What follows belongs to an exercise in optimizing a design on an open flow for small area, a short achievable clock period and few clock cycles; a production flow would make more cautious choices.
At most, simulation tests tie the RTL to the original design; equivalence was not proved.

// rs_decoder
module rs_decoder(
      input clk,
      input rst_n,
      input din_val,
      input din_sop,
      input din_eop,
      input [7:0] din,
      output [7:0] el1,
      output [7:0] el2,
      output [7:0] el3,
      output [7:0] el4,
      output [7:0] ev1,
      output [7:0] ev2,
      output [7:0] ev3,
      output [7:0] ev4,
      output [2:0] error_num,
      output dec_done,
      output dec_fail,
      output busy
      );
clock: 11.0 ns
lec_check: 0
cap_margin: 20
core_margin: 2
core_utilization: 40
place_density: 0.6
slew_margin: 20
standard.sh (not shown) runs the stock make flow with config.mk's settings and CLKGATE_MAP_FILE= SYNTH_SCRIPT=/design/flow/synth_recipe.tcl, a recipe that flattens the netlist after the stock synthesis.
==> flow/flow/run.sh <==
#!/bin/bash
set -euo pipefail
MARGIN=$(cat flow/margin.txt)
sed "s|\"\${@:-finish}\"|SETUP_SLACK_MARGIN=${MARGIN} \"\${@:-finish}\"|" standard.sh > standard_margin.sh
grep -q "SETUP_SLACK_MARGIN=${MARGIN}" standard_margin.sh
bash standard_margin.sh > flow_make.log 2>&1
==> flow/flow/margin.txt <==
7
Next try:
==> flow/run.sh (new file) <==
#!/bin/bash
# synth_recipe.tcl (not shown) runs the flow's synth.tcl, then flattens the netlist and writes it again
# the make line also repeats each setting of config.mk as NAME=value (left out here)
make -C /OpenROAD-flow-scripts/flow DESIGN_CONFIG=/design/flow/config.mk WORK_HOME=/design/flow/orfs CLKGATE_MAP_FILE= SYNTH_SCRIPT=/design/flow/synth_recipe.tcl finish
- SETUP_SLACK_MARGIN: default -> 5
removed: flow/flow/run.sh
removed: flow/flow/margin.txt
removed: flow/standard.sh
The changed run completed with no timing, DRC or antenna violations.
Fmax came out lower by 3.7%.
Register-to-register slack gets worse by 0.22 ns.
Count of clock-buffer cells in the layout came out lower by 7.
Routed wire length came out lower by 13%.
Worst setup slack gets worse by 0.22 ns.
Utilization came out lower by 10 points.
No run of this note included a check of the RTL's function; only the layout flow was run.

========
rs_decoder, a different RTL version from the one above (not shown whole).
Size: about 3000 cells after synthesis, ~230 flip-flops, about 83 I/O pins.
==> flow/design.v (excerpt) <==
module rs_decoder(
      input clk,
      input rst_n,
      input din_val,
      input din_sop,
      input din_eop,
      input [7:0] din,
      output [7:0] el1,
      output [7:0] el2,
      output [7:0] el3,
      output [7:0] el4,
      output [7:0] ev1,
      output [7:0] ev2,
      output [7:0] ev3,
      output [7:0] ev4,
      output [2:0] error_num,
      output dec_done,
      output dec_fail,
      output busy
      );
Settings: LEC_CHECK=0, CAP_MARGIN=20, CORE_MARGIN=2, CORE_UTILIZATION=40, PLACE_DENSITY=0.6, SLEW_MARGIN=20; clock period 11.0 ns.
==> flow/flow/run.sh <==
#!/bin/bash
set -euo pipefail
extra=""
while IFS= read -r line; do
  [[ -z "$line" ]] && continue
  extra+="$(printf '%q' "$line") "
done < flow/knobs.txt
awk -v extra="$extra" '{ i = index($0, "\"${@:-finish}\""); if (i > 0) $0 = substr($0, 1, i - 1) extra substr($0, i); print }' standard.sh > standard_knobs.sh
grep -q "SETUP_SLACK_MARGIN" standard_knobs.sh
bash standard_knobs.sh > flow_make.log 2>&1
==> flow/flow/knobs.txt <==
SETUP_SLACK_MARGIN=7
BUFFER_PORTS_ARGS=-buffer_cell sky130_fd_sc_hd__buf_4
The baseline produced a clean layout.
Testbench counts at the start, summed over its fixed seeds: cycles 126,409.
Then changed:
--- a/flow/config.mk
+++ b/flow/config.mk
@@ -6,4 +6,5 @@
 export NUM_CORES = 4
 export LEC_CHECK = 0
+export ABC_AREA = 1
 export CAP_MARGIN = 20
 export CORE_MARGIN = 2
@@ -11,2 +12,3 @@
 export PLACE_DENSITY = 0.6
 export SLEW_MARGIN = 20
+export TNS_END_PERCENT = 20
What happened: The new run completed without violations; cell area hardly moves; setup slack improved by 270 ps; die area climbs by 5.5%; wire length went up by 9.9%; maximum frequency went up by 6.8%; clock-buffer cell count rises by 16; final cell count goes up by 25%; synthesized area is higher by 5.6%; global-route usage rose by 1.2 points; synthesized cell count rises by 33%.
Then changed:
--- a/flow/config.mk
+++ b/flow/config.mk
@@ -9,6 +9,5 @@
 export CAP_MARGIN = 20
 export CORE_MARGIN = 2
-export CORE_UTILIZATION = 40
-export PLACE_DENSITY = 0.6
+export CORE_UTILIZATION = 55
+export PLACE_DENSITY = 0.7
 export SLEW_MARGIN = 20
-export TNS_END_PERCENT = 20
Effect: Die area falls by about 27%. Register-to-register slack gets worse by 80 ps. Worst setup slack gets worse by 78 ps. Wire length rises by about 0.64%. Global-route usage rises by 12 points.
Then changed:
==> flow/flow/knobs.txt (replaced) <==
SETUP_SLACK_MARGIN=7.1
BUFFER_PORTS_ARGS=-buffer_cell sky130_fd_sc_hd__buf_4
--- a/flow/config.mk
+++ b/flow/config.mk
@@ -9,5 +9,6 @@
 export CAP_MARGIN = 20
 export CORE_MARGIN = 2
-export CORE_UTILIZATION = 55
-export PLACE_DENSITY = 0.7
+export CORE_UTILIZATION = 40
+export PLACE_DENSITY = 0.6
 export SLEW_MARGIN = 20
+export TNS_END_PERCENT = 20
What happened: The changed run completed with no timing, DRC or antenna violations; worst setup slack is better by 21 ps; routed wire length went down by 0.55%; critical path depth stays the same; clock-buffer cell count is higher by 3; design area is lower by 1.3%; global-route usage goes down by 12 points; final cell count increases by 4.4%; sequential share of layout area climbs by 0.30 points; worst hold slack improves by 15 ps; flip-flop and latch count stays the same.

========
indigo:
rs_decoder, a different RTL version from the one above (not shown whole).
For scale: about 220 flip-flops, about 83 I/O pins, ~26000 sq um of cells after synthesis.
## rs_decoder
module rs_decoder(
      input clk,
      input rst_n,
      input din_val,
      input din_sop,
      input din_eop,
      input [7:0] din,
      output [7:0] el1,
      output [7:0] el2,
      output [7:0] el3,
      output [7:0] el4,
      output [7:0] ev1,
      output [7:0] ev2,
      output [7:0] ev3,
      output [7:0] ev4,
      output [2:0] error_num,
      output dec_done,
      output dec_fail,
      output busy
      );
clock: 11.0 ns
lec_check: 0
abc_area: 1
cap_margin: 20
core_margin: 2
core_utilization: 40
place_density: 0.6
setup_slack_margin: 5
slew_margin: 20
run.sh (not shown) runs the stock make flow with config.mk's settings and CLKGATE_MAP_FILE= SYNTH_SCRIPT=/design/flow/synth_recipe.tcl, a recipe that flattens the netlist after the stock synthesis.
Stock flow here: none of the scripts above is used.
Here is what was changed in the inputs of maple compared with indigo.
- ABC_AREA no longer set, was 1
--- outcome ---
Final-layout non-clock buffer area share | maple above indigo. In summary, maple completed successfully, with a layout that passed the timing, DRC and antenna checks. The end point of the critical path comes out d[4] in one run and d[0] in the other, namely in maple and indigo respectively. maple reports a lower synthesized area than indigo does. The detailed-route vias per instance in indigo is 0.943 times that in maple. Sort maple and indigo by source-to-sink clock delay at the later pin of the worst-skew pair desc -> top: maple. indigo → maple: area of the placeable core now sits lower; vias after detailed routing now sits lower; final weighted congestion in routability-driven placement now sits lower. maple vs indigo, critical path startpoint: fs[4] vs st_bu.
Function was not checked in any run of this note: the RTL went through the layout flow alone.

========
== job 5977 ==
rs_decoder with an RTL version that a note above also has.
Size in the first run: roughly 4000 cells after synthesis, ~230 flip-flops, roughly 83 I/O pins, ~0.027 mm2 of cells after synthesis.
clock: 11.0 ns
lec_check: 0
abc_area: 1
cap_margin: 20
core_margin: 2
core_utilization: 35
place_density: 0.5
slew_margin: 20
standard.sh (not shown) runs the stock make flow with config.mk's settings and CLKGATE_MAP_FILE= SYNTH_SCRIPT=/design/flow/synth_recipe.tcl, a recipe that flattens the netlist after the stock synthesis.
==> flow/flow/knobs.txt <==
SETUP_SLACK_MARGIN=7
BUFFER_PORTS_ARGS=-buffer_cell sky130_fd_sc_hd__buf_4
Scripts as last shown in full above: flow/flow/run.sh
Every stage of the flow completed for job 5977, and the final layout passed the timing, DRC and antenna checks.
Testbench counts of job 5977, summed over its fixed seeds: cycles 126,409.
Relative to job 5977, the following input files were edited for job 887:
- CORE_UTILIZATION: 35 -> 40
- PLACE_DENSITY: 0.5 -> 0.6
- The final layout from job 5977, which completed every stage, passed the timing, DRC and antenna checks at the end of the flow.
- Job 887 completed every stage of the flow, and the final layout passed the timing, DRC and antenna checks.
- [compare] base=job 5977 new=job 887: post-route worst setup slack went down 0.014 ns, via count went up about 1.5%, share of the core filled with cells in the final layout went up 5.5 points.
- Comparing job 887 with job 5977, the inverter count came out essentially unchanged.
- Looking at met3 usage in global routing, job 887 sits 1.6 points above job 5977.
- Die area ends up higher on job 5977.
Changes in job 8357 relative to job 887:
==> flow/flow/knobs.txt <==
SETUP_SLACK_MARGIN=6.75
BUFFER_PORTS_ARGS=-buffer_cell sky130_fd_sc_hd__buf_4
Results
- Job 8357: full flow OK, the timing, DRC and antenna checks passed
- Looking at the reports, job 887 completed the entire flow and the layout it produced met the timing, DRC and antenna checks.
- Summary of job 8357 over job 887: non-clock buffer count fell 25%.
- Job 887 → job 8357: share of the cycle needed by the critical path after routing +2.4 points; headroom to the max-slew limit -0.25 points.
- Compared to job 887, job 8357 has setup slack 0.26 ns lower.
- Summary of job 8357 over job 887: first-pass GRT wire length now sits lower, met2 routing resource usage after global routing now sits lower.
Input changes introduced in job 9211 (baseline for comparison: job 8357):
==> flow/flow/knobs.txt <==
SETUP_SLACK_MARGIN=7.25
BUFFER_PORTS_ARGS=-buffer_cell sky130_fd_sc_hd__buf_4
--- outcome ---
Comparing wire length the detailed router placed on met1 for job 9211 and job 8357, the smaller number came from job 8357.
The run showing the greater met2 layer wire length in the routed design is job 9211.
Lower part of the cycle the worst path needs among job 9211 and job 8357: job 9211
Job 9211 vs job 8357: number of global-route vias before repair up slightly
Status: share of synthesized flip-flops with an asynchronous set or reset parity (job 8357, job 9211)
From job 8357 to job 9211 the numbers moved as follows: total routing usage reported by global routing +0.37 points, cell area picked up an extra 0.0026 mm2, clock edge transition at the registers on the reported setup and hold paths held.
The cell with the largest stage delay on the worst path comes out sky130_fd_sc_hd__edfxtp_1 in one run and sky130_fd_sc_hd__dfrtp_4 in the other, namely in job 8357 and job 9211 respectively.
> inputs changed (job 9211 -> job 1394)
- TNS_END_PERCENT now 20, previously not set
- CORE_UTILIZATION now 35, was 40
- PLACE_DENSITY now 0.5, was 0.6
==> flow/flow/knobs.txt <==
SETUP_SLACK_MARGIN=7
BUFFER_PORTS_ARGS=-buffer_cell sky130_fd_sc_hd__buf_4
==> run summary <==
Cmp job 1394 vs job 9211: standard cell area after detailed placement higher in job 1394
Number of antenna violations at the first check in global routing (job 1394 over job 9211): decrease, 1
Taking job 9211 as the reference, in job 1394 die area now larger; maximum frequency now smaller; core utilization of the finished layout now smaller.

-- what the ideal ports hide --
No port has a modelled driver above. Below, the same layouts with a new extraction and two added sets of constraints.
Step 1: set_driving_cell puts a clkbuf_16 on clk and a buf_2 on each other input, an assumption about the parent block.
Step 2 adds t to the input delays and takes it off the output delays; t is the mean of the earliest and latest rising clock arrival at the registers after step 1. Input paths then give back, and output paths get back, about the clock's delay inside the block.
a / b / c = ideal ports / drivers / drivers and shift; a / b = the first two.
run	t, ns	setup slack, ns	clock arrival spread, ns	worst register clock-pin slew, ns	pins driven straight from the clock port
the first run of note 1	0.623	5.256 / 5.256 / 5.256	0.012 / 0.013	0.06 / 0.06	1
the second run of note 1	0.627	5.035 / 5.035 / 5.035	0.025 / 0.026	0.07 / 0.07	1
the first run of note 2	0.665	6.786 / 6.786 / 6.786	0.067 / 0.067	0.08 / 0.08	1
the second run of note 2	0.674	7.053 / 7.024 / 6.917	0.057 / 0.057	0.07 / 0.07	1
the third run of note 2	0.666	6.975 / 6.975 / 6.671	0.022 / 0.022	0.07 / 0.07	1
the fourth run of note 2	0.670	6.995 / 6.995 / 6.910	0.048 / 0.048	0.07 / 0.07	1
indigo	0.632	5.618 / 5.618 / 5.618	0.016 / 0.016	0.07 / 0.07	1
maple	0.639	5.169 / 5.169 / 5.169	0.035 / 0.035	0.06 / 0.06	1
job 5977	0.621	7.061 / 7.061 / 6.783	0.038 / 0.037	0.07 / 0.07	1
job 887	0.675	7.046 / 7.019 / 6.909	0.065 / 0.065	0.07 / 0.07	1
job 8357	0.669	6.782 / 6.782 / 6.782	0.051 / 0.051	0.07 / 0.07	1
job 9211	0.666	7.215 / 7.215 / 6.946	0.051 / 0.051	0.07 / 0.07	1
job 1394	0.623	6.922 / 6.922 / 6.785	0.043 / 0.042	0.07 / 0.07	1
After both steps setup and hold are still met in every run listed. The setup slack of the third run of note 2, which loses most, moves by 0.000 ns with the drivers and by -0.304 ns with both steps.
